Context: an optimization exercise on an open-source flow, tuned for small area and a short achievable clock period. The choices shown serve that exercise and are no tape-out recipe.
The RTL was checked by simulation tests, not by an equivalence proof against the original design.
Power and IR drop assume default switching activity.

==> design.v <==
`timescale 1ns/1ps
module half_adder(input a,b,output sum,carry);
  assign sum = a ^ b;
  assign carry = a & b;
endmodule
`timescale 1ns/1ps
module full_adder( output sum,carry, input a,b,c);
  wire w1, w2, w3;
  half_adder HA1(.a(a), .b(b), .sum(w1), .carry(w2));
  half_adder HA2(.a(w1), .b(c), .sum(sum), .carry(w3));
  or or1(carry, w2, w3);
endmodule
`timescale 1ns/1ps
module RCA_16bit(output cout, output [15:0] sum, input [15:0] a, b);
    wire [14:0] c;
    full_adder F0(.a(a[0]), .b(b[0]), .c(1'b0), .sum(sum[0]), .carry(c[0]));
    full_adder F1(.a(a[1]), .b(b[1]), .c(c[0]), .sum(sum[1]), .carry(c[1]));
    full_adder F2(.a(a[2]), .b(b[2]), .c(c[1]), .sum(sum[2]), .carry(c[2]));
    full_adder F3(.a(a[3]), .b(b[3]), .c(c[2]), .sum(sum[3]), .carry(c[3]));
    full_adder F4(.a(a[4]), .b(b[4]), .c(c[3]), .sum(sum[4]), .carry(c[4]));
    full_adder F5(.a(a[5]), .b(b[5]), .c(c[4]), .sum(sum[5]), .carry(c[5]));
    full_adder F6(.a(a[6]), .b(b[6]), .c(c[5]), .sum(sum[6]), .carry(c[6]));
    full_adder F7(.a(a[7]), .b(b[7]), .c(c[6]), .sum(sum[7]), .carry(c[7]));
    full_adder F8(.a(a[8]), .b(b[8]), .c(c[7]), .sum(sum[8]), .carry(c[8]));
    full_adder F9(.a(a[9]), .b(b[9]), .c(c[8]), .sum(sum[9]), .carry(c[9]));
    full_adder F10(.a(a[10]), .b(b[10]), .c(c[9]), .sum(sum[10]), .carry(c[10]));
    full_adder F11(.a(a[11]), .b(b[11]), .c(c[10]), .sum(sum[11]), .carry(c[11]));
    full_adder F12(.a(a[12]), .b(b[12]), .c(c[11]), .sum(sum[12]), .carry(c[12]));
    full_adder F13(.a(a[13]), .b(b[13]), .c(c[12]), .sum(sum[13]), .carry(c[13]));
    full_adder F14(.a(a[14]), .b(b[14]), .c(c[13]), .sum(sum[14]), .carry(c[14]));
    full_adder F15(.a(a[15]), .b(b[15]), .c(c[14]), .sum(sum[15]), .carry(cout));
endmodule
`timescale 1ns/1ps
module d_ff(input clk,input [15:0]d,output reg [15:0]q);
  always@(posedge clk)
      q<=d;       
endmodule         
`timescale 1ns / 1ps
module Braun_Multiplier(
    input [7:0] a, b,
    output [15:0] p
);
    wire [15:0] sum_0, sum_1, sum_2, sum_3, sum_4, sum_5, sum_6, sum_7;
    wire [7:0] partial_product[7:0];
    genvar i, j;
    generate
        for (i = 0; i < 8; i = i + 1) begin
            for (j = 0; j < 8; j = j + 1) begin
                assign partial_product[i][j] = a[i] & b[j];   
            end
        end
    endgenerate
    assign sum_0 = {8'b0, partial_product[0]};
    assign sum_1 = {partial_product[1], 1'b0} + sum_0;
    assign sum_2 = {partial_product[2], 2'b0} + sum_1;
    assign sum_3 = {partial_product[3], 3'b0} + sum_2;
    assign sum_4 = {partial_product[4], 4'b0} + sum_3;
    assign sum_5 = {partial_product[5], 5'b0} + sum_4;
    assign sum_6 = {partial_product[6], 6'b0} + sum_5;
    assign sum_7 = {partial_product[7], 7'b0} + sum_6;
    assign p = sum_7;
endmodule
module FIR_Top(input clk, input [7:0] Xin, H0, H1, H2, output reg [15:0] Yout);
  reg [15:0] Q1;
  reg [15:0] Q2;
  wire a1 = ~(Xin[0] & H2[0]);
  wire a2 = ~(Xin[0] & H2[1]);
  wire a3 = ~(Xin[0] & H2[2]);
  wire a4 = ~(Xin[0] & H2[3]);
  wire a5 = ~(Xin[0] & H2[4]);
  wire a6 = ~(Xin[0] & H2[5]);
  wire a7 = ~(Xin[0] & H2[6]);
  wire a8 = ~(Xin[0] & H2[7]);
  wire a9 = ~(Xin[1] & H2[0]);
  wire a10 = ~(Xin[1] & H2[1]);
  wire a11 = ~(Xin[1] & H2[2]);
  wire a12 = ~(Xin[1] & H2[3]);
  wire a13 = ~(Xin[1] & H2[4]);
  wire a14 = ~(Xin[1] & H2[5]);
  wire a15 = ~(Xin[1] & H2[6]);
  wire a16 = ~(Xin[1] & H2[7]);
  wire a17 = ~(Xin[2] & H2[0]);
  wire a18 = ~(Xin[2] & H2[1]);
  wire a19 = ~(Xin[2] & H2[2]);
  wire a20 = ~(Xin[2] & H2[3]);
  wire a21 = ~(Xin[2] & H2[4]);
  wire a22 = ~(Xin[2] & H2[5]);
  wire a23 = ~(Xin[2] & H2[6]);
  wire a24 = ~(Xin[2] & H2[7]);
  wire a25 = ~(Xin[3] & H2[0]);
  wire a26 = ~(Xin[3] & H2[1]);
  wire a27 = ~(Xin[3] & H2[2]);
  wire a28 = ~(Xin[3] & H2[3]);
  wire a29 = ~(Xin[3] & H2[4]);
  wire a30 = ~(Xin[3] & H2[5]);
  wire a31 = ~(Xin[3] & H2[6]);
  wire a32 = ~(Xin[3] & H2[7]);
  wire a33 = ~(Xin[4] & H2[0]);
  wire a34 = ~(Xin[4] & H2[1]);
  wire a35 = ~(Xin[4] & H2[2]);
  wire a36 = ~(Xin[4] & H2[3]);
  wire a37 = ~(Xin[4] & H2[4]);
  wire a38 = ~(Xin[4] & H2[5]);
  wire a39 = ~(Xin[4] & H2[6]);
  wire a40 = ~(Xin[4] & H2[7]);
  wire a41 = ~(Xin[5] & H2[0]);
  wire a42 = ~(Xin[5] & H2[1]);
  wire a43 = ~(Xin[5] & H2[2]);
  wire a44 = ~(Xin[5] & H2[3]);
  wire a45 = ~(Xin[5] & H2[4]);
  wire a46 = ~(Xin[5] & H2[5]);
  wire a47 = ~(Xin[5] & H2[6]);
  wire a48 = ~(Xin[5] & H2[7]);
  wire a49 = ~(Xin[6] & H2[0]);
  wire a50 = ~(Xin[6] & H2[1]);
  wire a51 = ~(Xin[6] & H2[2]);
  wire a52 = ~(Xin[6] & H2[3]);
  wire a53 = ~(Xin[6] & H2[4]);
  wire a54 = ~(Xin[6] & H2[5]);
  wire a55 = ~(Xin[6] & H2[6]);
  wire a56 = ~(Xin[6] & H2[7]);
  wire a57 = ~(Xin[7] & H2[0]);
  wire a58 = ~(Xin[7] & H2[1]);
  wire a59 = ~(Xin[7] & H2[2]);
  wire a60 = ~(Xin[7] & H2[3]);
  wire a61 = ~(Xin[7] & H2[4]);
  wire a62 = ~(Xin[7] & H2[5]);
  wire a63 = ~(Xin[7] & H2[6]);
  wire a64 = ~(Xin[7] & H2[7]);
  wire s65;
  fir_xnor2 u65 (.a(a7), .b(a14), .y(s65));
  wire c66;
  fir_or2 u66 (.a(a7), .b(a14), .y(c66));
  wire s67, c67;
  fir_fa u67 (.a(a8), .b(a15), .c(a22), .s(s67), .co(c67));
  wire s68;
  fir_xnor2 u68 (.a(a29), .b(a36), .y(s68));
  wire c69;
  fir_or2 u69 (.a(a29), .b(a36), .y(c69));
  wire s70, c70;
  fir_fa u70 (.a(a16), .b(a23), .c(a30), .s(s70), .co(c70));
  wire s71;
  fir_xnor2 u71 (.a(a37), .b(a44), .y(s71));
  wire c72;
  fir_or2 u72 (.a(a37), .b(a44), .y(c72));
  wire s73, c73;
  fir_fa u73 (.a(a24), .b(a31), .c(a38), .s(s73), .co(c73));
  wire s74;
  fir_xnor2 u74 (.a(a5), .b(a12), .y(s74));
  wire c75;
  fir_or2 u75 (.a(a5), .b(a12), .y(c75));
  wire s76, c76;
  fir_fa u76 (.a(a6), .b(a13), .c(a20), .s(s76), .co(c76));
  wire s77;
  fir_xnor2 u77 (.a(a27), .b(a34), .y(s77));
  wire c78;
  fir_or2 u78 (.a(a27), .b(a34), .y(c78));
  wire s79, c79;
  fir_fa u79 (.a(a21), .b(a28), .c(a35), .s(s79), .co(c79));
  wire s80, c80;
  fir_fa u80 (.a(a42), .b(a49), .c(s65), .s(s80), .co(c80));
  wire s81, c81;
  fir_fa u81 (.a(a43), .b(a50), .c(a57), .s(s81), .co(c81));
  wire s82, c82;
  fir_fa u82 (.a(c66), .b(s68), .c(s67), .s(s82), .co(c82));
  wire s83, c83;
  fir_fa u83 (.a(a51), .b(a58), .c(c69), .s(s83), .co(c83));
  wire s84, c84;
  fir_fa u84 (.a(s71), .b(c67), .c(s70), .s(s84), .co(c84));
  wire s85, c85;
  fir_fa u85 (.a(a45), .b(a52), .c(a59), .s(s85), .co(c85));
  wire s86, c86;
  fir_fa u86 (.a(c72), .b(c70), .c(s73), .s(s86), .co(c86));
  wire s87, c87;
  fir_fa u87 (.a(a32), .b(a39), .c(a46), .s(s87), .co(c87));
  wire s88, c88;
  fir_fa u88 (.a(a53), .b(a60), .c(c73), .s(s88), .co(c88));
  wire s89, c89;
  fir_fa u89 (.a(a40), .b(a47), .c(a54), .s(s89), .co(c89));
  wire s90;
  fir_xnor2 u90 (.a(a4), .b(a11), .y(s90));
  wire c91;
  fir_or2 u91 (.a(a4), .b(a11), .y(c91));
  wire s92, c92;
  fir_fa u92 (.a(a19), .b(a26), .c(a33), .s(s92), .co(c92));
  wire s93, c93;
  fir_fa u93 (.a(a41), .b(c75), .c(s77), .s(s93), .co(c93));
  wire s94, c94;
  fir_fa u94 (.a(c78), .b(c76), .c(s79), .s(s94), .co(c94));
  wire s95, c95;
  fir_fa u95 (.a(c79), .b(s81), .c(c80), .s(s95), .co(c95));
  wire s96, c96;
  fir_fa u96 (.a(c81), .b(s83), .c(c82), .s(s96), .co(c96));
  wire s97, c97;
  fir_fa u97 (.a(s85), .b(c83), .c(c84), .s(s97), .co(c97));
  wire s98, c98;
  fir_fa u98 (.a(c85), .b(s87), .c(c86), .s(s98), .co(c98));
  wire s99, c99;
  fir_fa u99 (.a(a61), .b(c87), .c(s89), .s(s99), .co(c99));
  wire s100, c100;
  fir_fa u100 (.a(a48), .b(a55), .c(a62), .s(s100), .co(c100));
  wire s101;
  fir_xnor2 u101 (.a(a3), .b(a10), .y(s101));
  wire c102;
  fir_or2 u102 (.a(a3), .b(a10), .y(c102));
  wire s103, c103;
  fir_fa u103 (.a(a18), .b(a25), .c(s90), .s(s103), .co(c103));
  wire s104, c104;
  fir_fa u104 (.a(c91), .b(s74), .c(s92), .s(s104), .co(c104));
  wire s105, c105;
  fir_fa u105 (.a(c92), .b(s76), .c(s93), .s(s105), .co(c105));
  wire s106, c106;
  fir_fa u106 (.a(c93), .b(s80), .c(s94), .s(s106), .co(c106));
  wire s107, c107;
  fir_fa u107 (.a(c94), .b(s82), .c(s95), .s(s107), .co(c107));
  wire s108, c108;
  fir_fa u108 (.a(s84), .b(c95), .c(s96), .s(s108), .co(c108));
  wire s109, c109;
  fir_fa u109 (.a(s86), .b(c96), .c(s97), .s(s109), .co(c109));
  wire s110, c110;
  fir_fa u110 (.a(s88), .b(c97), .c(s98), .s(s110), .co(c110));
  wire s111, c111;
  fir_fa u111 (.a(c88), .b(s99), .c(c98), .s(s111), .co(c111));
  wire s112, c112;
  fir_fa u112 (.a(c89), .b(s100), .c(c99), .s(s112), .co(c112));
  wire s113, c113;
  fir_fa u113 (.a(a56), .b(a63), .c(c100), .s(s113), .co(c113));
  wire p114;
  fir_xor2 u114 (.a(a2), .b(a9), .y(p114));
  wire g115;
  fir_nor2 u115 (.a(a2), .b(a9), .y(g115));
  wire p116;
  fir_xor2 u116 (.a(s101), .b(a17), .y(p116));
  wire g117;
  fir_nor2 u117 (.a(s101), .b(a17), .y(g117));
  wire p118;
  fir_xor2 u118 (.a(c102), .b(s103), .y(p118));
  wire g119;
  fir_nor2 u119 (.a(c102), .b(s103), .y(g119));
  wire p120;
  fir_xor2 u120 (.a(c103), .b(s104), .y(p120));
  wire g121;
  fir_nor2 u121 (.a(c103), .b(s104), .y(g121));
  wire p122;
  fir_xor2 u122 (.a(c104), .b(s105), .y(p122));
  wire g123;
  fir_nor2 u123 (.a(c104), .b(s105), .y(g123));
  wire p124;
  fir_xor2 u124 (.a(c105), .b(s106), .y(p124));
  wire g125;
  fir_nor2 u125 (.a(c105), .b(s106), .y(g125));
  wire p126;
  fir_xor2 u126 (.a(c106), .b(s107), .y(p126));
  wire g127;
  fir_nor2 u127 (.a(c106), .b(s107), .y(g127));
  wire p128;
  fir_xor2 u128 (.a(c107), .b(s108), .y(p128));
  wire g129;
  fir_nor2 u129 (.a(c107), .b(s108), .y(g129));
  wire p130;
  fir_xor2 u130 (.a(c108), .b(s109), .y(p130));
  wire g131;
  fir_nor2 u131 (.a(c108), .b(s109), .y(g131));
  wire p132;
  fir_xor2 u132 (.a(c109), .b(s110), .y(p132));
  wire g133;
  fir_nor2 u133 (.a(c109), .b(s110), .y(g133));
  wire p134;
  fir_xor2 u134 (.a(c110), .b(s111), .y(p134));
  wire g135;
  fir_nor2 u135 (.a(c110), .b(s111), .y(g135));
  wire p136;
  fir_xor2 u136 (.a(c111), .b(s112), .y(p136));
  wire g137;
  fir_nor2 u137 (.a(c111), .b(s112), .y(g137));
  wire p138;
  fir_xor2 u138 (.a(c112), .b(s113), .y(p138));
  wire g139;
  fir_nor2 u139 (.a(c112), .b(s113), .y(g139));
  wire p140;
  fir_xor2 u140 (.a(c113), .b(a64), .y(p140));
  wire g141;
  fir_nor2 u141 (.a(c113), .b(a64), .y(g141));
  wire G142 = g115 | (p114 & 1'b0);
  wire P143 = p114 & ~a1;
  wire G144 = g119 | (p118 & g117);
  wire P145 = p118 & p116;
  wire G146 = g123 | (p122 & g121);
  wire P147 = p122 & p120;
  wire G148 = g127 | (p126 & g125);
  wire P149 = p126 & p124;
  wire G150 = g131 | (p130 & g129);
  wire P151 = p130 & p128;
  wire G152 = g135 | (p134 & g133);
  wire P153 = p134 & p132;
  wire G154 = g139 | (p138 & g137);
  wire P155 = p138 & p136;
  wire G156 = 1'b0 | (1'b0 & g141);
  wire P157 = 1'b0 & p140;
  wire G158 = g117 | (p116 & G142);
  wire P159 = p116 & P143;
  wire G160 = G144 | (P145 & G142);
  wire P161 = P145 & P143;
  wire G162 = g125 | (p124 & G146);
  wire P163 = p124 & P147;
  wire G164 = G148 | (P149 & G146);
  wire P165 = P149 & P147;
  wire G166 = g133 | (p132 & G150);
  wire P167 = p132 & P151;
  wire G168 = G152 | (P153 & G150);
  wire P169 = P153 & P151;
  wire G170 = g141 | (p140 & G154);
  wire P171 = p140 & P155;
  wire G172 = G156 | (P157 & G154);
  wire P173 = P157 & P155;
  wire G174 = g121 | (p120 & G160);
  wire P175 = p120 & P161;
  wire G176 = G146 | (P147 & G160);
  wire P177 = P147 & P161;
  wire G178 = G162 | (P163 & G160);
  wire P179 = P163 & P161;
  wire G180 = G164 | (P165 & G160);
  wire P181 = P165 & P161;
  wire G182 = g137 | (p136 & G168);
  wire P183 = p136 & P169;
  wire G184 = G154 | (P155 & G168);
  wire P185 = P155 & P169;
  wire G186 = G170 | (P171 & G168);
  wire P187 = P171 & P169;
  wire G188 = G172 | (P173 & G168);
  wire P189 = P173 & P169;
  wire G190 = g129 | (p128 & G180);
  wire P191 = p128 & P181;
  wire G192 = G150 | (P151 & G180);
  wire P193 = P151 & P181;
  wire G194 = G166 | (P167 & G180);
  wire P195 = P167 & P181;
  wire G196 = G168 | (P169 & G180);
  wire P197 = P169 & P181;
  wire G198 = G182 | (P183 & G180);
  wire P199 = P183 & P181;
  wire G200 = G184 | (P185 & G180);
  wire P201 = P185 & P181;
  wire G202 = G186 | (P187 & G180);
  wire P203 = P187 & P181;
  wire G204 = G188 | (P189 & G180);
  wire P205 = P189 & P181;
  wire y206 = ~(~a1);
  wire y207 = ~(p114);
  wire y208;
  fir_xnor2 u208 (.a(p116), .b(G142), .y(y208));
  wire y209;
  fir_xnor2 u209 (.a(p118), .b(G158), .y(y209));
  wire y210;
  fir_xnor2 u210 (.a(p120), .b(G160), .y(y210));
  wire y211;
  fir_xnor2 u211 (.a(p122), .b(G174), .y(y211));
  wire y212;
  fir_xnor2 u212 (.a(p124), .b(G176), .y(y212));
  wire y213;
  fir_xnor2 u213 (.a(p126), .b(G178), .y(y213));
  wire y214;
  fir_xnor2 u214 (.a(p128), .b(G180), .y(y214));
  wire y215;
  fir_xnor2 u215 (.a(p130), .b(G190), .y(y215));
  wire y216;
  fir_xnor2 u216 (.a(p132), .b(G192), .y(y216));
  wire y217;
  fir_xnor2 u217 (.a(p134), .b(G194), .y(y217));
  wire y218;
  fir_xnor2 u218 (.a(p136), .b(G196), .y(y218));
  wire y219;
  fir_xnor2 u219 (.a(p138), .b(G198), .y(y219));
  wire y220;
  fir_xnor2 u220 (.a(p140), .b(G200), .y(y220));
  wire y221;
  fir_xnor2 u221 (.a(1'b0), .b(G202), .y(y221));
  wire a222 = ~(Xin[0] & H1[0]);
  wire a223 = ~(Xin[0] & H1[1]);
  wire a224 = ~(Xin[0] & H1[2]);
  wire a225 = ~(Xin[0] & H1[3]);
  wire a226 = ~(Xin[0] & H1[4]);
  wire a227 = ~(Xin[0] & H1[5]);
  wire a228 = ~(Xin[0] & H1[6]);
  wire a229 = ~(Xin[0] & H1[7]);
  wire a230 = ~(Xin[1] & H1[0]);
  wire a231 = ~(Xin[1] & H1[1]);
  wire a232 = ~(Xin[1] & H1[2]);
  wire a233 = ~(Xin[1] & H1[3]);
  wire a234 = ~(Xin[1] & H1[4]);
  wire a235 = ~(Xin[1] & H1[5]);
  wire a236 = ~(Xin[1] & H1[6]);
  wire a237 = ~(Xin[1] & H1[7]);
  wire a238 = ~(Xin[2] & H1[0]);
  wire a239 = ~(Xin[2] & H1[1]);
  wire a240 = ~(Xin[2] & H1[2]);
  wire a241 = ~(Xin[2] & H1[3]);
  wire a242 = ~(Xin[2] & H1[4]);
  wire a243 = ~(Xin[2] & H1[5]);
  wire a244 = ~(Xin[2] & H1[6]);
  wire a245 = ~(Xin[2] & H1[7]);
  wire a246 = ~(Xin[3] & H1[0]);
  wire a247 = ~(Xin[3] & H1[1]);
  wire a248 = ~(Xin[3] & H1[2]);
  wire a249 = ~(Xin[3] & H1[3]);
  wire a250 = ~(Xin[3] & H1[4]);
  wire a251 = ~(Xin[3] & H1[5]);
  wire a252 = ~(Xin[3] & H1[6]);
  wire a253 = ~(Xin[3] & H1[7]);
  wire a254 = ~(Xin[4] & H1[0]);
  wire a255 = ~(Xin[4] & H1[1]);
  wire a256 = ~(Xin[4] & H1[2]);
  wire a257 = ~(Xin[4] & H1[3]);
  wire a258 = ~(Xin[4] & H1[4]);
  wire a259 = ~(Xin[4] & H1[5]);
  wire a260 = ~(Xin[4] & H1[6]);
  wire a261 = ~(Xin[4] & H1[7]);
  wire a262 = ~(Xin[5] & H1[0]);
  wire a263 = ~(Xin[5] & H1[1]);
  wire a264 = ~(Xin[5] & H1[2]);
  wire a265 = ~(Xin[5] & H1[3]);
  wire a266 = ~(Xin[5] & H1[4]);
  wire a267 = ~(Xin[5] & H1[5]);
  wire a268 = ~(Xin[5] & H1[6]);
  wire a269 = ~(Xin[5] & H1[7]);
  wire a270 = ~(Xin[6] & H1[0]);
  wire a271 = ~(Xin[6] & H1[1]);
  wire a272 = ~(Xin[6] & H1[2]);
  wire a273 = ~(Xin[6] & H1[3]);
  wire a274 = ~(Xin[6] & H1[4]);
  wire a275 = ~(Xin[6] & H1[5]);
  wire a276 = ~(Xin[6] & H1[6]);
  wire a277 = ~(Xin[6] & H1[7]);
  wire a278 = ~(Xin[7] & H1[0]);
  wire a279 = ~(Xin[7] & H1[1]);
  wire a280 = ~(Xin[7] & H1[2]);
  wire a281 = ~(Xin[7] & H1[3]);
  wire a282 = ~(Xin[7] & H1[4]);
  wire a283 = ~(Xin[7] & H1[5]);
  wire a284 = ~(Xin[7] & H1[6]);
  wire a285 = ~(Xin[7] & H1[7]);
  wire s286;
  fir_xnor2 u286 (.a(Q1[5]), .b(a227), .y(s286));
  wire c287;
  fir_or2 u287 (.a(Q1[5]), .b(a227), .y(c287));
  wire s288, c288;
  fir_fa u288 (.a(Q1[6]), .b(a228), .c(a235), .s(s288), .co(c288));
  wire s289;
  fir_xnor2 u289 (.a(a242), .b(a249), .y(s289));
  wire c290;
  fir_or2 u290 (.a(a242), .b(a249), .y(c290));
  wire s291, c291;
  fir_fa u291 (.a(Q1[7]), .b(a229), .c(a236), .s(s291), .co(c291));
  wire s292, c292;
  fir_fa u292 (.a(a243), .b(a250), .c(a257), .s(s292), .co(c292));
  wire s293;
  fir_xnor2 u293 (.a(a264), .b(a271), .y(s293));
  wire c294;
  fir_or2 u294 (.a(a264), .b(a271), .y(c294));
  wire s295, c295;
  fir_fa u295 (.a(Q1[8]), .b(a237), .c(a244), .s(s295), .co(c295));
  wire s296, c296;
  fir_fa u296 (.a(a251), .b(a258), .c(a265), .s(s296), .co(c296));
  wire s297;
  fir_xnor2 u297 (.a(a272), .b(a279), .y(s297));
  wire c298;
  fir_or2 u298 (.a(a272), .b(a279), .y(c298));
  wire s299, c299;
  fir_fa u299 (.a(Q1[9]), .b(a245), .c(a252), .s(s299), .co(c299));
  wire s300, c300;
  fir_fa u300 (.a(a259), .b(a266), .c(a273), .s(s300), .co(c300));
  wire s301, c301;
  fir_fa u301 (.a(Q1[10]), .b(a253), .c(a260), .s(s301), .co(c301));
  wire s302;
  fir_xnor2 u302 (.a(Q1[3]), .b(a225), .y(s302));
  wire c303;
  fir_or2 u303 (.a(Q1[3]), .b(a225), .y(c303));
  wire s304, c304;
  fir_fa u304 (.a(Q1[4]), .b(a226), .c(a233), .s(s304), .co(c304));
  wire s305;
  fir_xnor2 u305 (.a(a240), .b(a247), .y(s305));
  wire c306;
  fir_or2 u306 (.a(a240), .b(a247), .y(c306));
  wire s307, c307;
  fir_fa u307 (.a(a234), .b(a241), .c(a248), .s(s307), .co(c307));
  wire s308, c308;
  fir_fa u308 (.a(a255), .b(a262), .c(s286), .s(s308), .co(c308));
  wire s309, c309;
  fir_fa u309 (.a(a256), .b(a263), .c(a270), .s(s309), .co(c309));
  wire s310, c310;
  fir_fa u310 (.a(c287), .b(s289), .c(s288), .s(s310), .co(c310));
  wire s311, c311;
  fir_fa u311 (.a(a278), .b(c290), .c(s293), .s(s311), .co(c311));
  wire s312, c312;
  fir_fa u312 (.a(c288), .b(s291), .c(s292), .s(s312), .co(c312));
  wire s313, c313;
  fir_fa u313 (.a(c294), .b(s297), .c(c291), .s(s313), .co(c313));
  wire s314, c314;
  fir_fa u314 (.a(c292), .b(s295), .c(s296), .s(s314), .co(c314));
  wire s315, c315;
  fir_fa u315 (.a(a280), .b(c298), .c(c295), .s(s315), .co(c315));
  wire s316, c316;
  fir_fa u316 (.a(c296), .b(s299), .c(s300), .s(s316), .co(c316));
  wire s317, c317;
  fir_fa u317 (.a(a267), .b(a274), .c(a281), .s(s317), .co(c317));
  wire s318, c318;
  fir_fa u318 (.a(c299), .b(c300), .c(s301), .s(s318), .co(c318));
  wire s319, c319;
  fir_fa u319 (.a(Q1[11]), .b(a261), .c(a268), .s(s319), .co(c319));
  wire s320, c320;
  fir_fa u320 (.a(a275), .b(a282), .c(c301), .s(s320), .co(c320));
  wire s321, c321;
  fir_fa u321 (.a(Q1[12]), .b(a269), .c(a276), .s(s321), .co(c321));
  wire s322;
  fir_xnor2 u322 (.a(Q1[2]), .b(a224), .y(s322));
  wire c323;
  fir_or2 u323 (.a(Q1[2]), .b(a224), .y(c323));
  wire s324, c324;
  fir_fa u324 (.a(a232), .b(a239), .c(a246), .s(s324), .co(c324));
  wire s325, c325;
  fir_fa u325 (.a(a254), .b(c303), .c(s305), .s(s325), .co(c325));
  wire s326, c326;
  fir_fa u326 (.a(c306), .b(c304), .c(s307), .s(s326), .co(c326));
  wire s327, c327;
  fir_fa u327 (.a(c307), .b(s309), .c(c308), .s(s327), .co(c327));
  wire s328, c328;
  fir_fa u328 (.a(c309), .b(s311), .c(c310), .s(s328), .co(c328));
  wire s329, c329;
  fir_fa u329 (.a(c311), .b(c312), .c(s313), .s(s329), .co(c329));
  wire s330, c330;
  fir_fa u330 (.a(c313), .b(c314), .c(s315), .s(s330), .co(c330));
  wire s331, c331;
  fir_fa u331 (.a(s317), .b(c315), .c(c316), .s(s331), .co(c331));
  wire s332, c332;
  fir_fa u332 (.a(c317), .b(s319), .c(c318), .s(s332), .co(c332));
  wire s333, c333;
  fir_fa u333 (.a(a283), .b(c319), .c(s321), .s(s333), .co(c333));
  wire s334, c334;
  fir_fa u334 (.a(Q1[13]), .b(a277), .c(a284), .s(s334), .co(c334));
  wire s335;
  fir_xnor2 u335 (.a(Q1[1]), .b(a223), .y(s335));
  wire c336;
  fir_or2 u336 (.a(Q1[1]), .b(a223), .y(c336));
  wire s337, c337;
  fir_fa u337 (.a(a231), .b(a238), .c(s322), .s(s337), .co(c337));
  wire s338, c338;
  fir_fa u338 (.a(c323), .b(s302), .c(s324), .s(s338), .co(c338));
  wire s339, c339;
  fir_fa u339 (.a(c324), .b(s304), .c(s325), .s(s339), .co(c339));
  wire s340, c340;
  fir_fa u340 (.a(c325), .b(s308), .c(s326), .s(s340), .co(c340));
  wire s341, c341;
  fir_fa u341 (.a(c326), .b(s310), .c(s327), .s(s341), .co(c341));
  wire s342, c342;
  fir_fa u342 (.a(s312), .b(c327), .c(s328), .s(s342), .co(c342));
  wire s343, c343;
  fir_fa u343 (.a(s314), .b(c328), .c(s329), .s(s343), .co(c343));
  wire s344, c344;
  fir_fa u344 (.a(s316), .b(c329), .c(s330), .s(s344), .co(c344));
  wire s345, c345;
  fir_fa u345 (.a(s318), .b(c330), .c(s331), .s(s345), .co(c345));
  wire s346, c346;
  fir_fa u346 (.a(s320), .b(c331), .c(s332), .s(s346), .co(c346));
  wire s347, c347;
  fir_fa u347 (.a(c320), .b(s333), .c(c332), .s(s347), .co(c347));
  wire s348, c348;
  fir_fa u348 (.a(c321), .b(s334), .c(c333), .s(s348), .co(c348));
  wire s349, c349;
  fir_fa u349 (.a(Q1[14]), .b(a285), .c(c334), .s(s349), .co(c349));
  wire p350;
  fir_xor2 u350 (.a(Q1[0]), .b(a222), .y(p350));
  wire g351;
  fir_nor2 u351 (.a(Q1[0]), .b(a222), .y(g351));
  wire p352;
  fir_xor2 u352 (.a(s335), .b(a230), .y(p352));
  wire g353;
  fir_nor2 u353 (.a(s335), .b(a230), .y(g353));
  wire p354;
  fir_xor2 u354 (.a(c336), .b(s337), .y(p354));
  wire g355;
  fir_nor2 u355 (.a(c336), .b(s337), .y(g355));
  wire p356;
  fir_xor2 u356 (.a(c337), .b(s338), .y(p356));
  wire g357;
  fir_nor2 u357 (.a(c337), .b(s338), .y(g357));
  wire p358;
  fir_xor2 u358 (.a(c338), .b(s339), .y(p358));
  wire g359;
  fir_nor2 u359 (.a(c338), .b(s339), .y(g359));
  wire p360;
  fir_xor2 u360 (.a(c339), .b(s340), .y(p360));
  wire g361;
  fir_nor2 u361 (.a(c339), .b(s340), .y(g361));
  wire p362;
  fir_xor2 u362 (.a(c340), .b(s341), .y(p362));
  wire g363;
  fir_nor2 u363 (.a(c340), .b(s341), .y(g363));
  wire p364;
  fir_xor2 u364 (.a(c341), .b(s342), .y(p364));
  wire g365;
  fir_nor2 u365 (.a(c341), .b(s342), .y(g365));
  wire p366;
  fir_xor2 u366 (.a(c342), .b(s343), .y(p366));
  wire g367;
  fir_nor2 u367 (.a(c342), .b(s343), .y(g367));
  wire p368;
  fir_xor2 u368 (.a(c343), .b(s344), .y(p368));
  wire g369;
  fir_nor2 u369 (.a(c343), .b(s344), .y(g369));
  wire p370;
  fir_xor2 u370 (.a(c344), .b(s345), .y(p370));
  wire g371;
  fir_nor2 u371 (.a(c344), .b(s345), .y(g371));
  wire p372;
  fir_xor2 u372 (.a(c345), .b(s346), .y(p372));
  wire g373;
  fir_nor2 u373 (.a(c345), .b(s346), .y(g373));
  wire p374;
  fir_xor2 u374 (.a(c346), .b(s347), .y(p374));
  wire g375;
  fir_nor2 u375 (.a(c346), .b(s347), .y(g375));
  wire p376;
  fir_xor2 u376 (.a(c347), .b(s348), .y(p376));
  wire g377;
  fir_nor2 u377 (.a(c347), .b(s348), .y(g377));
  wire p378;
  fir_xor2 u378 (.a(c348), .b(s349), .y(p378));
  wire g379;
  fir_nor2 u379 (.a(c348), .b(s349), .y(g379));
  wire p380;
  fir_xor2 u380 (.a(c349), .b(Q1[15]), .y(p380));
  wire g381;
  fir_nor2 u381 (.a(c349), .b(Q1[15]), .y(g381));
  wire G382 = g353 | (p352 & g351);
  wire P383 = p352 & p350;
  wire G384 = g357 | (p356 & g355);
  wire P385 = p356 & p354;
  wire G386 = g361 | (p360 & g359);
  wire P387 = p360 & p358;
  wire G388 = g365 | (p364 & g363);
  wire P389 = p364 & p362;
  wire G390 = g369 | (p368 & g367);
  wire P391 = p368 & p366;
  wire G392 = g373 | (p372 & g371);
  wire P393 = p372 & p370;
  wire G394 = g377 | (p376 & g375);
  wire P395 = p376 & p374;
  wire G396 = g381 | (p380 & g379);
  wire P397 = p380 & p378;
  wire G398 = g355 | (p354 & G382);
  wire P399 = p354 & P383;
  wire G400 = G384 | (P385 & G382);
  wire P401 = P385 & P383;
  wire G402 = g363 | (p362 & G386);
  wire P403 = p362 & P387;
  wire G404 = G388 | (P389 & G386);
  wire P405 = P389 & P387;
  wire G406 = g371 | (p370 & G390);
  wire P407 = p370 & P391;
  wire G408 = G392 | (P393 & G390);
  wire P409 = P393 & P391;
  wire G410 = g379 | (p378 & G394);
  wire P411 = p378 & P395;
  wire G412 = G396 | (P397 & G394);
  wire P413 = P397 & P395;
  wire G414 = g359 | (p358 & G400);
  wire P415 = p358 & P401;
  wire G416 = G386 | (P387 & G400);
  wire P417 = P387 & P401;
  wire G418 = G402 | (P403 & G400);
  wire P419 = P403 & P401;
  wire G420 = G404 | (P405 & G400);
  wire P421 = P405 & P401;
  wire G422 = g375 | (p374 & G408);
  wire P423 = p374 & P409;
  wire G424 = G394 | (P395 & G408);
  wire P425 = P395 & P409;
  wire G426 = G410 | (P411 & G408);
  wire P427 = P411 & P409;
  wire G428 = G412 | (P413 & G408);
  wire P429 = P413 & P409;
  wire G430 = g367 | (p366 & G420);
  wire P431 = p366 & P421;
  wire G432 = G390 | (P391 & G420);
  wire P433 = P391 & P421;
  wire G434 = G406 | (P407 & G420);
  wire P435 = P407 & P421;
  wire G436 = G408 | (P409 & G420);
  wire P437 = P409 & P421;
  wire G438 = G422 | (P423 & G420);
  wire P439 = P423 & P421;
  wire G440 = G424 | (P425 & G420);
  wire P441 = P425 & P421;
  wire G442 = G426 | (P427 & G420);
  wire P443 = P427 & P421;
  wire G444 = G428 | (P429 & G420);
  wire P445 = P429 & P421;
  wire y446 = ~(p350);
  wire y447;
  fir_xnor2 u447 (.a(p352), .b(g351), .y(y447));
  wire y448;
  fir_xnor2 u448 (.a(p354), .b(G382), .y(y448));
  wire y449;
  fir_xnor2 u449 (.a(p356), .b(G398), .y(y449));
  wire y450;
  fir_xnor2 u450 (.a(p358), .b(G400), .y(y450));
  wire y451;
  fir_xnor2 u451 (.a(p360), .b(G414), .y(y451));
  wire y452;
  fir_xnor2 u452 (.a(p362), .b(G416), .y(y452));
  wire y453;
  fir_xnor2 u453 (.a(p364), .b(G418), .y(y453));
  wire y454;
  fir_xnor2 u454 (.a(p366), .b(G420), .y(y454));
  wire y455;
  fir_xnor2 u455 (.a(p368), .b(G430), .y(y455));
  wire y456;
  fir_xnor2 u456 (.a(p370), .b(G432), .y(y456));
  wire y457;
  fir_xnor2 u457 (.a(p372), .b(G434), .y(y457));
  wire y458;
  fir_xnor2 u458 (.a(p374), .b(G436), .y(y458));
  wire y459;
  fir_xnor2 u459 (.a(p376), .b(G438), .y(y459));
  wire y460;
  fir_xnor2 u460 (.a(p378), .b(G440), .y(y460));
  wire y461;
  fir_xnor2 u461 (.a(p380), .b(G442), .y(y461));
  wire a462 = ~(Xin[0] & H0[0]);
  wire a463 = ~(Xin[0] & H0[1]);
  wire a464 = ~(Xin[0] & H0[2]);
  wire a465 = ~(Xin[0] & H0[3]);
  wire a466 = ~(Xin[0] & H0[4]);
  wire a467 = ~(Xin[0] & H0[5]);
  wire a468 = ~(Xin[0] & H0[6]);
  wire a469 = ~(Xin[0] & H0[7]);
  wire a470 = ~(Xin[1] & H0[0]);
  wire a471 = ~(Xin[1] & H0[1]);
  wire a472 = ~(Xin[1] & H0[2]);
  wire a473 = ~(Xin[1] & H0[3]);
  wire a474 = ~(Xin[1] & H0[4]);
  wire a475 = ~(Xin[1] & H0[5]);
  wire a476 = ~(Xin[1] & H0[6]);
  wire a477 = ~(Xin[1] & H0[7]);
  wire a478 = ~(Xin[2] & H0[0]);
  wire a479 = ~(Xin[2] & H0[1]);
  wire a480 = ~(Xin[2] & H0[2]);
  wire a481 = ~(Xin[2] & H0[3]);
  wire a482 = ~(Xin[2] & H0[4]);
  wire a483 = ~(Xin[2] & H0[5]);
  wire a484 = ~(Xin[2] & H0[6]);
  wire a485 = ~(Xin[2] & H0[7]);
  wire a486 = ~(Xin[3] & H0[0]);
  wire a487 = ~(Xin[3] & H0[1]);
  wire a488 = ~(Xin[3] & H0[2]);
  wire a489 = ~(Xin[3] & H0[3]);
  wire a490 = ~(Xin[3] & H0[4]);
  wire a491 = ~(Xin[3] & H0[5]);
  wire a492 = ~(Xin[3] & H0[6]);
  wire a493 = ~(Xin[3] & H0[7]);
  wire a494 = ~(Xin[4] & H0[0]);
  wire a495 = ~(Xin[4] & H0[1]);
  wire a496 = ~(Xin[4] & H0[2]);
  wire a497 = ~(Xin[4] & H0[3]);
  wire a498 = ~(Xin[4] & H0[4]);
  wire a499 = ~(Xin[4] & H0[5]);
  wire a500 = ~(Xin[4] & H0[6]);
  wire a501 = ~(Xin[4] & H0[7]);
  wire a502 = ~(Xin[5] & H0[0]);
  wire a503 = ~(Xin[5] & H0[1]);
  wire a504 = ~(Xin[5] & H0[2]);
  wire a505 = ~(Xin[5] & H0[3]);
  wire a506 = ~(Xin[5] & H0[4]);
  wire a507 = ~(Xin[5] & H0[5]);
  wire a508 = ~(Xin[5] & H0[6]);
  wire a509 = ~(Xin[5] & H0[7]);
  wire a510 = ~(Xin[6] & H0[0]);
  wire a511 = ~(Xin[6] & H0[1]);
  wire a512 = ~(Xin[6] & H0[2]);
  wire a513 = ~(Xin[6] & H0[3]);
  wire a514 = ~(Xin[6] & H0[4]);
  wire a515 = ~(Xin[6] & H0[5]);
  wire a516 = ~(Xin[6] & H0[6]);
  wire a517 = ~(Xin[6] & H0[7]);
  wire a518 = ~(Xin[7] & H0[0]);
  wire a519 = ~(Xin[7] & H0[1]);
  wire a520 = ~(Xin[7] & H0[2]);
  wire a521 = ~(Xin[7] & H0[3]);
  wire a522 = ~(Xin[7] & H0[4]);
  wire a523 = ~(Xin[7] & H0[5]);
  wire a524 = ~(Xin[7] & H0[6]);
  wire a525 = ~(Xin[7] & H0[7]);
  wire s526;
  fir_xnor2 u526 (.a(Q2[5]), .b(a467), .y(s526));
  wire c527;
  fir_or2 u527 (.a(Q2[5]), .b(a467), .y(c527));
  wire s528, c528;
  fir_fa u528 (.a(Q2[6]), .b(a468), .c(a475), .s(s528), .co(c528));
  wire s529;
  fir_xnor2 u529 (.a(a482), .b(a489), .y(s529));
  wire c530;
  fir_or2 u530 (.a(a482), .b(a489), .y(c530));
  wire s531, c531;
  fir_fa u531 (.a(Q2[7]), .b(a469), .c(a476), .s(s531), .co(c531));
  wire s532, c532;
  fir_fa u532 (.a(a483), .b(a490), .c(a497), .s(s532), .co(c532));
  wire s533;
  fir_xnor2 u533 (.a(a504), .b(a511), .y(s533));
  wire c534;
  fir_or2 u534 (.a(a504), .b(a511), .y(c534));
  wire s535, c535;
  fir_fa u535 (.a(Q2[8]), .b(a477), .c(a484), .s(s535), .co(c535));
  wire s536, c536;
  fir_fa u536 (.a(a491), .b(a498), .c(a505), .s(s536), .co(c536));
  wire s537;
  fir_xnor2 u537 (.a(a512), .b(a519), .y(s537));
  wire c538;
  fir_or2 u538 (.a(a512), .b(a519), .y(c538));
  wire s539, c539;
  fir_fa u539 (.a(Q2[9]), .b(a485), .c(a492), .s(s539), .co(c539));
  wire s540, c540;
  fir_fa u540 (.a(a499), .b(a506), .c(a513), .s(s540), .co(c540));
  wire s541, c541;
  fir_fa u541 (.a(Q2[10]), .b(a493), .c(a500), .s(s541), .co(c541));
  wire s542;
  fir_xnor2 u542 (.a(Q2[3]), .b(a465), .y(s542));
  wire c543;
  fir_or2 u543 (.a(Q2[3]), .b(a465), .y(c543));
  wire s544, c544;
  fir_fa u544 (.a(Q2[4]), .b(a466), .c(a473), .s(s544), .co(c544));
  wire s545;
  fir_xnor2 u545 (.a(a480), .b(a487), .y(s545));
  wire c546;
  fir_or2 u546 (.a(a480), .b(a487), .y(c546));
  wire s547, c547;
  fir_fa u547 (.a(a474), .b(a481), .c(a488), .s(s547), .co(c547));
  wire s548, c548;
  fir_fa u548 (.a(a495), .b(a502), .c(s526), .s(s548), .co(c548));
  wire s549, c549;
  fir_fa u549 (.a(a496), .b(a503), .c(a510), .s(s549), .co(c549));
  wire s550, c550;
  fir_fa u550 (.a(c527), .b(s529), .c(s528), .s(s550), .co(c550));
  wire s551, c551;
  fir_fa u551 (.a(a518), .b(c530), .c(s533), .s(s551), .co(c551));
  wire s552, c552;
  fir_fa u552 (.a(c528), .b(s531), .c(s532), .s(s552), .co(c552));
  wire s553, c553;
  fir_fa u553 (.a(c534), .b(s537), .c(c531), .s(s553), .co(c553));
  wire s554, c554;
  fir_fa u554 (.a(c532), .b(s535), .c(s536), .s(s554), .co(c554));
  wire s555, c555;
  fir_fa u555 (.a(a520), .b(c538), .c(c535), .s(s555), .co(c555));
  wire s556, c556;
  fir_fa u556 (.a(c536), .b(s539), .c(s540), .s(s556), .co(c556));
  wire s557, c557;
  fir_fa u557 (.a(a507), .b(a514), .c(a521), .s(s557), .co(c557));
  wire s558, c558;
  fir_fa u558 (.a(c539), .b(c540), .c(s541), .s(s558), .co(c558));
  wire s559, c559;
  fir_fa u559 (.a(Q2[11]), .b(a501), .c(a508), .s(s559), .co(c559));
  wire s560, c560;
  fir_fa u560 (.a(a515), .b(a522), .c(c541), .s(s560), .co(c560));
  wire s561, c561;
  fir_fa u561 (.a(Q2[12]), .b(a509), .c(a516), .s(s561), .co(c561));
  wire s562;
  fir_xnor2 u562 (.a(Q2[2]), .b(a464), .y(s562));
  wire c563;
  fir_or2 u563 (.a(Q2[2]), .b(a464), .y(c563));
  wire s564, c564;
  fir_fa u564 (.a(a472), .b(a479), .c(a486), .s(s564), .co(c564));
  wire s565, c565;
  fir_fa u565 (.a(a494), .b(c543), .c(s545), .s(s565), .co(c565));
  wire s566, c566;
  fir_fa u566 (.a(c546), .b(c544), .c(s547), .s(s566), .co(c566));
  wire s567, c567;
  fir_fa u567 (.a(c547), .b(s549), .c(c548), .s(s567), .co(c567));
  wire s568, c568;
  fir_fa u568 (.a(c549), .b(s551), .c(c550), .s(s568), .co(c568));
  wire s569, c569;
  fir_fa u569 (.a(c551), .b(c552), .c(s553), .s(s569), .co(c569));
  wire s570, c570;
  fir_fa u570 (.a(c553), .b(c554), .c(s555), .s(s570), .co(c570));
  wire s571, c571;
  fir_fa u571 (.a(s557), .b(c555), .c(c556), .s(s571), .co(c571));
  wire s572, c572;
  fir_fa u572 (.a(c557), .b(s559), .c(c558), .s(s572), .co(c572));
  wire s573, c573;
  fir_fa u573 (.a(a523), .b(c559), .c(s561), .s(s573), .co(c573));
  wire s574, c574;
  fir_fa u574 (.a(Q2[13]), .b(a517), .c(a524), .s(s574), .co(c574));
  wire s575;
  fir_xnor2 u575 (.a(Q2[1]), .b(a463), .y(s575));
  wire c576;
  fir_or2 u576 (.a(Q2[1]), .b(a463), .y(c576));
  wire s577, c577;
  fir_fa u577 (.a(a471), .b(a478), .c(s562), .s(s577), .co(c577));
  wire s578, c578;
  fir_fa u578 (.a(c563), .b(s542), .c(s564), .s(s578), .co(c578));
  wire s579, c579;
  fir_fa u579 (.a(c564), .b(s544), .c(s565), .s(s579), .co(c579));
  wire s580, c580;
  fir_fa u580 (.a(c565), .b(s548), .c(s566), .s(s580), .co(c580));
  wire s581, c581;
  fir_fa u581 (.a(c566), .b(s550), .c(s567), .s(s581), .co(c581));
  wire s582, c582;
  fir_fa u582 (.a(s552), .b(c567), .c(s568), .s(s582), .co(c582));
  wire s583, c583;
  fir_fa u583 (.a(s554), .b(c568), .c(s569), .s(s583), .co(c583));
  wire s584, c584;
  fir_fa u584 (.a(s556), .b(c569), .c(s570), .s(s584), .co(c584));
  wire s585, c585;
  fir_fa u585 (.a(s558), .b(c570), .c(s571), .s(s585), .co(c585));
  wire s586, c586;
  fir_fa u586 (.a(s560), .b(c571), .c(s572), .s(s586), .co(c586));
  wire s587, c587;
  fir_fa u587 (.a(c560), .b(s573), .c(c572), .s(s587), .co(c587));
  wire s588, c588;
  fir_fa u588 (.a(c561), .b(s574), .c(c573), .s(s588), .co(c588));
  wire s589, c589;
  fir_fa u589 (.a(Q2[14]), .b(a525), .c(c574), .s(s589), .co(c589));
  wire p590;
  fir_xor2 u590 (.a(Q2[0]), .b(a462), .y(p590));
  wire g591;
  fir_nor2 u591 (.a(Q2[0]), .b(a462), .y(g591));
  wire p592;
  fir_xor2 u592 (.a(s575), .b(a470), .y(p592));
  wire g593;
  fir_nor2 u593 (.a(s575), .b(a470), .y(g593));
  wire p594;
  fir_xor2 u594 (.a(c576), .b(s577), .y(p594));
  wire g595;
  fir_nor2 u595 (.a(c576), .b(s577), .y(g595));
  wire p596;
  fir_xor2 u596 (.a(c577), .b(s578), .y(p596));
  wire g597;
  fir_nor2 u597 (.a(c577), .b(s578), .y(g597));
  wire p598;
  fir_xor2 u598 (.a(c578), .b(s579), .y(p598));
  wire g599;
  fir_nor2 u599 (.a(c578), .b(s579), .y(g599));
  wire p600;
  fir_xor2 u600 (.a(c579), .b(s580), .y(p600));
  wire g601;
  fir_nor2 u601 (.a(c579), .b(s580), .y(g601));
  wire p602;
  fir_xor2 u602 (.a(c580), .b(s581), .y(p602));
  wire g603;
  fir_nor2 u603 (.a(c580), .b(s581), .y(g603));
  wire p604;
  fir_xor2 u604 (.a(c581), .b(s582), .y(p604));
  wire g605;
  fir_nor2 u605 (.a(c581), .b(s582), .y(g605));
  wire p606;
  fir_xor2 u606 (.a(c582), .b(s583), .y(p606));
  wire g607;
  fir_nor2 u607 (.a(c582), .b(s583), .y(g607));
  wire p608;
  fir_xor2 u608 (.a(c583), .b(s584), .y(p608));
  wire g609;
  fir_nor2 u609 (.a(c583), .b(s584), .y(g609));
  wire p610;
  fir_xor2 u610 (.a(c584), .b(s585), .y(p610));
  wire g611;
  fir_nor2 u611 (.a(c584), .b(s585), .y(g611));
  wire p612;
  fir_xor2 u612 (.a(c585), .b(s586), .y(p612));
  wire g613;
  fir_nor2 u613 (.a(c585), .b(s586), .y(g613));
  wire p614;
  fir_xor2 u614 (.a(c586), .b(s587), .y(p614));
  wire g615;
  fir_nor2 u615 (.a(c586), .b(s587), .y(g615));
  wire p616;
  fir_xor2 u616 (.a(c587), .b(s588), .y(p616));
  wire g617;
  fir_nor2 u617 (.a(c587), .b(s588), .y(g617));
  wire p618;
  fir_xor2 u618 (.a(c588), .b(s589), .y(p618));
  wire g619;
  fir_nor2 u619 (.a(c588), .b(s589), .y(g619));
  wire p620;
  fir_xor2 u620 (.a(c589), .b(Q2[15]), .y(p620));
  wire g621;
  fir_nor2 u621 (.a(c589), .b(Q2[15]), .y(g621));
  wire G622 = g593 | (p592 & g591);
  wire P623 = p592 & p590;
  wire G624 = g597 | (p596 & g595);
  wire P625 = p596 & p594;
  wire G626 = g601 | (p600 & g599);
  wire P627 = p600 & p598;
  wire G628 = g605 | (p604 & g603);
  wire P629 = p604 & p602;
  wire G630 = g609 | (p608 & g607);
  wire P631 = p608 & p606;
  wire G632 = g613 | (p612 & g611);
  wire P633 = p612 & p610;
  wire G634 = g617 | (p616 & g615);
  wire P635 = p616 & p614;
  wire G636 = g621 | (p620 & g619);
  wire P637 = p620 & p618;
  wire G638 = g595 | (p594 & G622);
  wire P639 = p594 & P623;
  wire G640 = G624 | (P625 & G622);
  wire P641 = P625 & P623;
  wire G642 = g603 | (p602 & G626);
  wire P643 = p602 & P627;
  wire G644 = G628 | (P629 & G626);
  wire P645 = P629 & P627;
  wire G646 = g611 | (p610 & G630);
  wire P647 = p610 & P631;
  wire G648 = G632 | (P633 & G630);
  wire P649 = P633 & P631;
  wire G650 = g619 | (p618 & G634);
  wire P651 = p618 & P635;
  wire G652 = G636 | (P637 & G634);
  wire P653 = P637 & P635;
  wire G654 = g599 | (p598 & G640);
  wire P655 = p598 & P641;
  wire G656 = G626 | (P627 & G640);
  wire P657 = P627 & P641;
  wire G658 = G642 | (P643 & G640);
  wire P659 = P643 & P641;
  wire G660 = G644 | (P645 & G640);
  wire P661 = P645 & P641;
  wire G662 = g615 | (p614 & G648);
  wire P663 = p614 & P649;
  wire G664 = G634 | (P635 & G648);
  wire P665 = P635 & P649;
  wire G666 = G650 | (P651 & G648);
  wire P667 = P651 & P649;
  wire G668 = G652 | (P653 & G648);
  wire P669 = P653 & P649;
  wire G670 = g607 | (p606 & G660);
  wire P671 = p606 & P661;
  wire G672 = G630 | (P631 & G660);
  wire P673 = P631 & P661;
  wire G674 = G646 | (P647 & G660);
  wire P675 = P647 & P661;
  wire G676 = G648 | (P649 & G660);
  wire P677 = P649 & P661;
  wire G678 = G662 | (P663 & G660);
  wire P679 = P663 & P661;
  wire G680 = G664 | (P665 & G660);
  wire P681 = P665 & P661;
  wire G682 = G666 | (P667 & G660);
  wire P683 = P667 & P661;
  wire G684 = G668 | (P669 & G660);
  wire P685 = P669 & P661;
  wire y686 = (p590);
  wire y687;
  fir_xor2 u687 (.a(p592), .b(g591), .y(y687));
  wire y688;
  fir_xor2 u688 (.a(p594), .b(G622), .y(y688));
  wire y689;
  fir_xor2 u689 (.a(p596), .b(G638), .y(y689));
  wire y690;
  fir_xor2 u690 (.a(p598), .b(G640), .y(y690));
  wire y691;
  fir_xor2 u691 (.a(p600), .b(G654), .y(y691));
  wire y692;
  fir_xor2 u692 (.a(p602), .b(G656), .y(y692));
  wire y693;
  fir_xor2 u693 (.a(p604), .b(G658), .y(y693));
  wire y694;
  fir_xor2 u694 (.a(p606), .b(G660), .y(y694));
  wire y695;
  fir_xor2 u695 (.a(p608), .b(G670), .y(y695));
  wire y696;
  fir_xor2 u696 (.a(p610), .b(G672), .y(y696));
  wire y697;
  fir_xor2 u697 (.a(p612), .b(G674), .y(y697));
  wire y698;
  fir_xor2 u698 (.a(p614), .b(G676), .y(y698));
  wire y699;
  fir_xor2 u699 (.a(p616), .b(G678), .y(y699));
  wire y700;
  fir_xor2 u700 (.a(p618), .b(G680), .y(y700));
  wire y701;
  fir_xor2 u701 (.a(p620), .b(G682), .y(y701));
  always @(posedge clk) begin
    Q1 <= {y221, y220, y219, y218, y217, y216, y215, y214, y213, y212, y211, y210, y209, y208, y207, y206};
    Q2 <= {y461, y460, y459, y458, y457, y456, y455, y454, y453, y452, y451, y450, y449, y448, y447, y446};
    Yout <= {y701, y700, y699, y698, y697, y696, y695, y694, y693, y692, y691, y690, y689, y688, y687, y686};
  end
endmodule
module fir_fa(input a, b, c, output s, co);
  assign s = a ^ b ^ c;
  assign co = (a & b) | (a & c) | (b & c);
endmodule
module fir_nor2(input a, b, output y);
  assign y = ~(a | b);
endmodule
module fir_or2(input a, b, output y);
  assign y = a | b;
endmodule
module fir_xnor2(input a, b, output y);
  assign y = ~(a ^ b);
endmodule
module fir_xor2(input a, b, output y);
  assign y = a ^ b;
endmodule
==> flow/run.sh <==
#!/bin/bash
# Own flow: the standard layout (standard.sh, unchanged synthesis and steps),
# with the port buffers that global placement inserts made as the smallest
# plain buffer instead of the default; repair then upsizes them where timing needs it.
set -euo pipefail
export BUFFER_PORTS_ARGS="-buffer_cell sky130_fd_sc_hd__buf_1"
bash standard.sh > standard_make.log 2>&1
==> standard.sh <==
#!/bin/bash
# synth_recipe.tcl (not shown) runs the flow's synth.tcl, then flattens the netlist and writes it again
# the make line also repeats each setting of config.mk as NAME=value (left out here)
make -C /OpenROAD-flow-scripts/flow DESIGN_CONFIG=/design/flow/config.mk WORK_HOME=/design/flow/orfs CLKGATE_MAP_FILE= SYNTH_SCRIPT=/design/flow/synth_recipe.tcl "${@:-finish}"
==> config.mk <==
export PLATFORM = sky130hd
export DESIGN_NAME = FIR_Top
export DESIGN_NICKNAME = FIR_Top
export VERILOG_FILES = /design/flow/design.v
export SDC_FILE = /design/flow/constraint.sdc
export NUM_CORES = 4
export LEC_CHECK = 0
export CAP_MARGIN = 20
export CORE_MARGIN = 2
export CORE_UTILIZATION = 60
export SETUP_SLACK_MARGIN = 4.5
export SLEW_MARGIN = 20
export SYNTH_HIERARCHICAL = 1
export SYNTH_MINIMUM_KEEP_SIZE = 0
export TNS_END_PERCENT = 0
==> constraint.sdc <==
create_clock -name core_clock -period 9.5 [get_ports {clk}]
set_input_delay 1.9000 -clock core_clock [delete_from_list [all_inputs] [get_ports {clk}]]
set_output_delay 1.9000 -clock core_clock [all_outputs]
set_load 0.01 [all_outputs]
==> results of run 1 <==
==> cell usage after synthesis, drive strengths merged (3+ instances only) <==
cell type  instances
nand3              9
nor2b              4
nor2              56
fa               131
o21bai             3
xor2              61
o21ai              7
nand2            199
or2               24
nor3               7
a21oi             22
a21o              22
dfxtp             48
xnor2             52
o21a               3
clkbuf            24
buf               16
==> modules after synthesis, one instance, submodules excluded <==
module     cells inside  copies in the design  area, um^2
FIR_Top             395                     1        2550
fir_fa                1                   131        20.0
fir_nor2              1                    44        3.75
fir_or2               1                    23        6.26
fir_xnor2             1                    52        8.76
fir_xor2              1                    61        8.76
==> stage by stage <==
step	utilization [%]	setup slack, ps	instance area (um^2)	cells
finish	71.1	4460	7410	882
global route	71.1	4320	7410	882
CTS	69.8	4480	7280	878
detailed placement	65.5	3290	6820	857
global placement	65.4	3370	6810	856
floorplan	-	4420	6670	706
==> sequential cells by signal, summed over array words and instances (netlist names) <==
register / cells
Q2: 16
Yout: 16
Q1: 16
==> metal layers <==
layer / track usage [%] / part of all wire (%)
met5: 0 / 0
met4: 5.22 / 0.92
met3: 3.93 / 4.7
met2: 47.3 / 50
met1: 38.4 / 44
==> how the worst min path moves through the flow <==
stage               endpoint  slack (ps)  cells past startpoint
floorplan            Yout[0]         430                      1
global placement     Yout[0]         450                      1
detailed placement   Yout[0]         450                      1
CTS                  Yout[0]         470                      1
global route         Yout[0]         490                      1
finish               Yout[0]         470                      1
==> what timing repair did <==
item / in CTS / in global routing
buffers inserted: 9 / 4
resized for setup: 55 / 24
pin swaps: 15 / 7
setup endpoints to repair: 28 / 20
gates cloned: 4 / 0
==> kinds of logic after synthesis <==
family / Yosys count / synth area share, %
adders and majority gates: 131 / 40.5
buffers and inverters: 42 / 2.44
AOI/OAI and AO/OA: 64 / 6.96
DFF: 48 / 14.9
and+or+nand+nor: 307 / 19.8
xor gates and xnor gates: 113 / 15.3
other: 1 / 0.0580
==> report_power, final <==
part	internal, mW	switching (mW)
clock network	0.0781	0.0788
registers	0.341	0.0481
logic	1.17	1.29
total	1.59	1.42
==> cell usage in the layout (no fill, tap or decap), drive strengths merged <==
cell type,n
a211oi,1
a21bo,2
a21o,22
a21oi,22
a31o,1
and4,2
buf,65
bufbuf,3
bufinv,1
clkbuf,9
clkinv,1
clkinvlp,1
conb,1
dfxtp,48
fa,131
inv,2
nand2,199
nand2b,2
nand3,9
nand4,2
nor2,56
nor2b,4
nor3,7
o2111ai,1
o21a,3
o21ai,7
o21bai,3
o31ai,2
or2,24
or3,2
xnor2,52
xor2,61
==> area by class of cell <==
type                            instances  area [um^2]
Clock inverter                          3         42.5
Sequential cell                        48          961
Fill cell                             832         3010
Multi-Input combinational cell        616         5570
Inverter                                2         7.51
Timing Repair Buffer                   72          587
Clock buffer                            5         68.8
Tap cell                              136          170
==> impl_results.md, run 1 <==
* Critical Path Sink: Q2[10]
* NumNets Final at 909
* Vias per cell at 5.46
* Top cell type's share of synthesized area at 40.5%
* Mapped Cells at 706
* Leak pwr at 2.81 nW
* Syn_area_per_cell at 9.16 um^2
* Crit path max-delay family: adder cells
* Share of synthesized registers carrying an async set or reset at 0%
* Hpwl dp at 10,400 um
* Reg-to-Reg End: Q2[10]
* Flop2flop setup slack at 6070 ps
* First-pass iteration count of the detailed router at 5
* Crit. End Element: flop
* GRT Overall Usage at 27.8%
* #FFs+latches synth at 48
* Rows at 37
* Syn Nets at 870
* PortBufs at 48
* FF-to-FF Start: Q1[7]
* Max-cap viol count at 0
* Unique masters post-synth at 31
* Critical path startpoint: Xin[2]
* Skew-Pair Late Insertion Delay at 320 ps
* CTS tree: yes
* Status: timing/DRC/antenna clean
* First-pass GRT wire length at 25,200 um
* Largest stage delay, worst path at 530 ps
* Die width at 108 um
* CTS Buf Count at 5
* Fraction of layout cells with a size suffix above 1 at 15.5%
* Number of H-tree levels at 2
* Critical path data required time at 9740 ps
* Post-DR wirelength/cell at 16.1 um
* Layout area overhead at 14.6%
* Achievable Freq at 198 MHz
* Synth Cell Area at 0.00647 mm^2
* CTS max path bufs at 2
* Setup CP Type: primary input to flop
* Area contributors post-synth: fa_1, dfxtp_1, nand2_1, xor2_1, xnor2_1
* Ys flop type: dfxtp_1
* Worst path bufs/invs at 2
* CP Data Arrival Time at 5290 ps
* Worst Skew at 12.1 ps
* Clk sinks at 48
* # IOs at 49
* Power per Cell Area at 406 mW/mm^2
* Tmin final at 5040 ps
* CP Cell Sequence: buf_4, buf_12, nand2_1, fa_2, fa_2, fa_1, fa_1, xor2_2, nand3_1, a21oi_2, or3_4, a21o_1, xnor2_1
* Initial Utilization at 62.1%
* DIE HEIGHT at 108 um
* Synth warnings at 7
* Iter 0 DRT Violations at 280
* Root buf cell: clkbuf_8
* Seq/Total Area, Yosys at 14.9%
* DRC violations left at 0
* Vias in the first global route at 5,353
* Clock transition at path regs at 90 ps
* Via count at 4,814
* Sum Neg Setup Slack at 0 ps
* Antenna-violating nets left at 0
* Initial antenna violation count at 0
* Synth area leader: fa_1
* Largest net degree at the start of global routing at 25
* CP Depth at 13
* Ant diodes at 0
* Final hold violations at 0
* Crit start category: primary input
* Worst hold path class: flop to flop
* # setup viols final at 0
* Slew Limit Fails at 0
* Final period utilization at 53.1%
* RSZ-0062 raised after global routing: yes
* GPL Wtd Cong at 0.811
* R2R depth at 10
* Total Wirelength at 14,200 um
* VDD IR-drop max at 384 uV
* PnR Total Power at 3.01 mW
* Crit path max fanout at 11
* Die area at 0.0116 mm^2
* Post-synth EDFFs at 0
* Min-delay src: Q2[0]
* Cts-stage hold buffer count at 0
* Hold Worst Slack at 468 ps
* Core region area at 0.0104 mm^2
* Slowest-stage cell, CP: fa_1
* Total gr overflow at 0
==> inputs of run 2 (changes only) <==
--- a/config.mk
+++ b/config.mk
@@ -8,7 +8,7 @@
 export CAP_MARGIN = 20
 export CORE_MARGIN = 2
 export CORE_UTILIZATION = 60
-export SETUP_SLACK_MARGIN = 4.5
+export SETUP_SLACK_MARGIN = 4.8
 export SLEW_MARGIN = 20
 export SYNTH_HIERARCHICAL = 1
 export SYNTH_MINIMUM_KEEP_SIZE = 0
==> run 2 against run 1 <==
Effect of this change: synthesized cell count did not move; critical path type unchanged; register-to-register slack got worse by 80 ps; global-route usage rose by 2.5 points; still clean; maximum frequency rose by 0.27%; sequential share of layout area fell by 1.2 points; final cell count rose by 4.5%; largest power group unchanged.
==> impl_results.md, run 2 <==
* Status: timing/DRC/antenna clean
* Uppermost routed layer: met4
* Seq/Total Area, Yosys at 14.9%
* Via count at 5,062
* Antenna-violating nets left at 0
* Min-delay src: Q2[0]
* Achievable Freq at 199 MHz
* Final hold violations at 0
* Initial Utilization at 62.1%
* Reg-to-Reg End: Yout[14]
* Ant diodes at 0
* Top cells by count, synth: nand2_1, fa_1, xor2_1, nor2_1, xnor2_1
* Mapped Cells at 706
* Largest net degree at the start of global routing at 25
* PortBufs at 48
* Finished Layout Cells at 922
* Clk sinks at 48
* Post-synth EDFFs at 0
* CP Data Arrival Time at 5240 ps
* VDD IR-drop max at 453 uV
* WL met3 at 764 um
* Cell Count Post-Placement at 857
* Sum Neg Setup Slack at 0 ps
* Synth warnings at 7
* Synth area leader: fa_1
* CP Depth at 15
* CTS Buf Count at 5
* M1 WL at 6570 um
* GRT Overall Usage at 30.3%
* #FFs+latches synth at 48
* Hold Worst Slack at 468 ps
* Share of synthesized registers carrying an async set or reset at 0%
* Synth Cell Area at 0.00647 mm^2
* # setup viols final at 0
* Power per Cell Area at 419 mW/mm^2
* Total gr overflow at 0
* Syn_area_per_cell at 9.16 um^2
* Most frequent cell after synthesis: nand2_1
* Initial antenna violation count at 0
* Final period utilization at 52.9%
* DRC violations left at 0
* Crit path max-delay family: adder cells
* Slew Limit Fails at 0
* Worst hold path class: flop to flop
* Vias per cell at 5.49
* Setup CP Type: primary input to flop
* Post-DR wirelength/cell at 17.5 um
* Leak pwr at 3.18 nW
* Critical path data required time at 9710 ps
* RSZ-0062 raised after global routing: yes
* Commonest non-fill, non-tap cells in the layout: nand2_1, fa_1, nor2_1
* CTS tree: yes
* Tmin final at 5030 ps
* Fraction of layout cells with a size suffix above 1 at 24.9%
* Largest stage delay, worst path at 520 ps
* Total Wirelength at 16,100 um
* Crit path max fanout at 7
* Flop2flop setup slack at 5990 ps
* Ys flop type: dfxtp_1
* Iter 0 DRT Violations at 351
* Die width at 108 um
* Worst path bufs/invs at 4
* DIE HEIGHT at 108 um
* Root buf cell: clkbuf_8
* Skew-Pair Late Insertion Delay at 330 ps
* Syn Nets at 870
* Rows at 37
* Clock transition at path regs at 100 ps
* Crit. End Element: flop
* First-pass GRT wire length at 27,100 um
* Vias in the first global route at 5,675
* Area contributors post-synth: fa_1, dfxtp_1, nand2_1, xor2_1, xnor2_1
* Hold Path End: Yout[0]
* Hpwl dp at 10,400 um
* Unique masters post-synth at 31
* CTS max path bufs at 2
* GPL Wtd Cong at 0.811
* Top cell type's share of synthesized area at 40.5%
* NumNets Final at 949
* Largest registers: Q1 (16), Q2 (16), Yout (16)
* Max-cap viol count at 0
* CP most frequent cell: fa_1
* Worst Skew at 14.9 ps
* Core region area at 0.0104 mm^2
* Met2 WL at 8490 um
* Cts-stage hold buffer count at 0
* Number of H-tree levels at 2
* R2R depth at 11
* Hold depth at 1
* CP Cell Sequence: buf_12, buf_12, buf_4, buf_4, nand2_1, fa_1, fa_1, fa_1, xor2_2, and4_4, a21oi_4, a21oi_4, or3_4, a21o_1, xnor2_1
* Die area at 0.0116 mm^2
* FF-to-FF Start: Q2[8]
* Layout Utilization at 78.5%
* First-pass iteration count of the detailed router at 4
* Commonest non-fill, non-tap cell in the layout: nand2_1
* Layout area overhead at 26.4%
* Slowest-stage cell, CP: fa_1
* Crit start category: primary input
* # IOs at 49
## run 2: cell types whose count changed in the layout (fill, tap and decap cells not counted), moves of 5 or more
cell / delta
nand2_4: +8
fa_2: +8
fa_1: -8
nand2_1: -16
buf_4: +31
nand2_2: +8
buf_2: -5
## run 2: layout make-up
cell class                 instances  area, um^2
clock buffer                       5        68.8
clock inverter                     3        42.5
fill                             696        2240
inverter                           2        7.51
multi-input combinational        616        5780
sequential                        48         961
tap                              136         170
timing repair buffer             112        1140
## run 2: repair_timing
| item | in CTS | in global routing |
|---|---|---|
| buffers inserted | 33 | 14 |
| endpoints found under the setup margin | 30 | 25 |
| pin swaps | 65 | 35 |
| gates resized for setup | 139 | 28 |
| cloned | 9 | 1 |
## run 2: logic make-up after synthesis
| family | after synthesis | share of synthesized area [%] |
|---|---|---|
| AND/OR/NAND/NOR | 307 | 19.8 |
| adder cells (fa/ha/maj) | 131 | 40.5 |
| XOR/XNOR | 113 | 15.3 |
| AO/OA/AOI/OAI | 64 | 6.96 |
| flip-flops | 48 | 14.9 |
| buffers and inverters | 42 | 2.44 |
| other | 1 | 0.0580 |
## run 2: Yosys stat by module, one instance, submodules excluded
module,cell area [um^2],times used,cells
fir_fa,20.0,131,1
FIR_Top,2550,1,395
fir_or2,6.26,23,1
fir_xnor2,8.76,52,1
fir_nor2,3.75,44,1
fir_xor2,8.76,61,1
## run 2: how the worst max path moves through the flow
stage	startpoint	endpoint
3_3_place_gp	Xin[2]	Q2[15]
3_5_place_dp	Xin[1]	Q2[15]
6_report	Xin[2]	Q2[10]
4_1_cts	Xin[0]	Yout[10]
2_1_floorplan	Xin[0]	Yout[10]
5_1_grt	Xin[0]	Yout[11]
## run 2: metal layers
metal,vias up,track usage (%)
met3,27,4.18
met5,-,0
met4,0,7.78
met1,2561,40.1
li1,2328,-
met2,146,52.6
## run 2: metrics by stage
| step | power, mW | worst slack, ps | instance area, um^2 |
|---|---|---|---|
| floorplan | 2.20 | 4420 | 6670 |
| global placement | 2.50 | 3370 | 6810 |
| detailed placement | 2.55 | 3290 | 6820 |
| CTS | 3.19 | 4570 | 7910 |
| global route | 3.72 | 4370 | 8170 |
| finish | 3.43 | 4470 | 8170 |
## run 2: worst register-to-register path, delay by kind of cell (launching register included)
family / cells / cell delay, ps
XOR/XNOR: 2 / 350
AO/OA/AOI/OAI: 3 / 470
flip-flops: 1 / 340
adder cells (fa/ha/maj): 4 / 2050
AND/OR/NAND/NOR: 2 / 220
## run 2: report_power, final
| group | switching [mW] | internal (mW) | total [mW] |
|---|---|---|---|
| clock network | 0.0805 | 0.0781 | 0.159 |
| logic | 1.47 | 1.40 | 2.88 |
| registers | 0.0493 | 0.341 | 0.390 |

what the ideal ports hide:
In the flow no input, the clock included, has a driving cell. The finished layouts below were timed again as built, in two steps. Step 1 sets driving cells, clkbuf_16 on the clock port and buf_2 on the other inputs (assumed; they add their load-dependent delay and slew). Step 2 times the ports against the registers' clock, not the clock port: input delays grow and output delays shrink by t, the midpoint of the rising clock arrivals with the driver on. a / b / c = ideal / step 1 / step 2; a / b = the first two.
run	t (ns)	setup slack, ns	hold slack, ns	worst register clock-pin slew, ns
run 1	0.348	4.457 / 4.461 / 4.113	0.468 / 0.468 / 0.468	0.11 / 0.11
run 2	0.353	4.471 / 4.458 / 4.105	0.468 / 0.468 / 0.468	0.11 / 0.11
After both steps setup and hold are still met in every run listed. The setup slack of run 2, which loses most, moves by -0.013 ns with the drivers and by -0.366 ns with both steps.
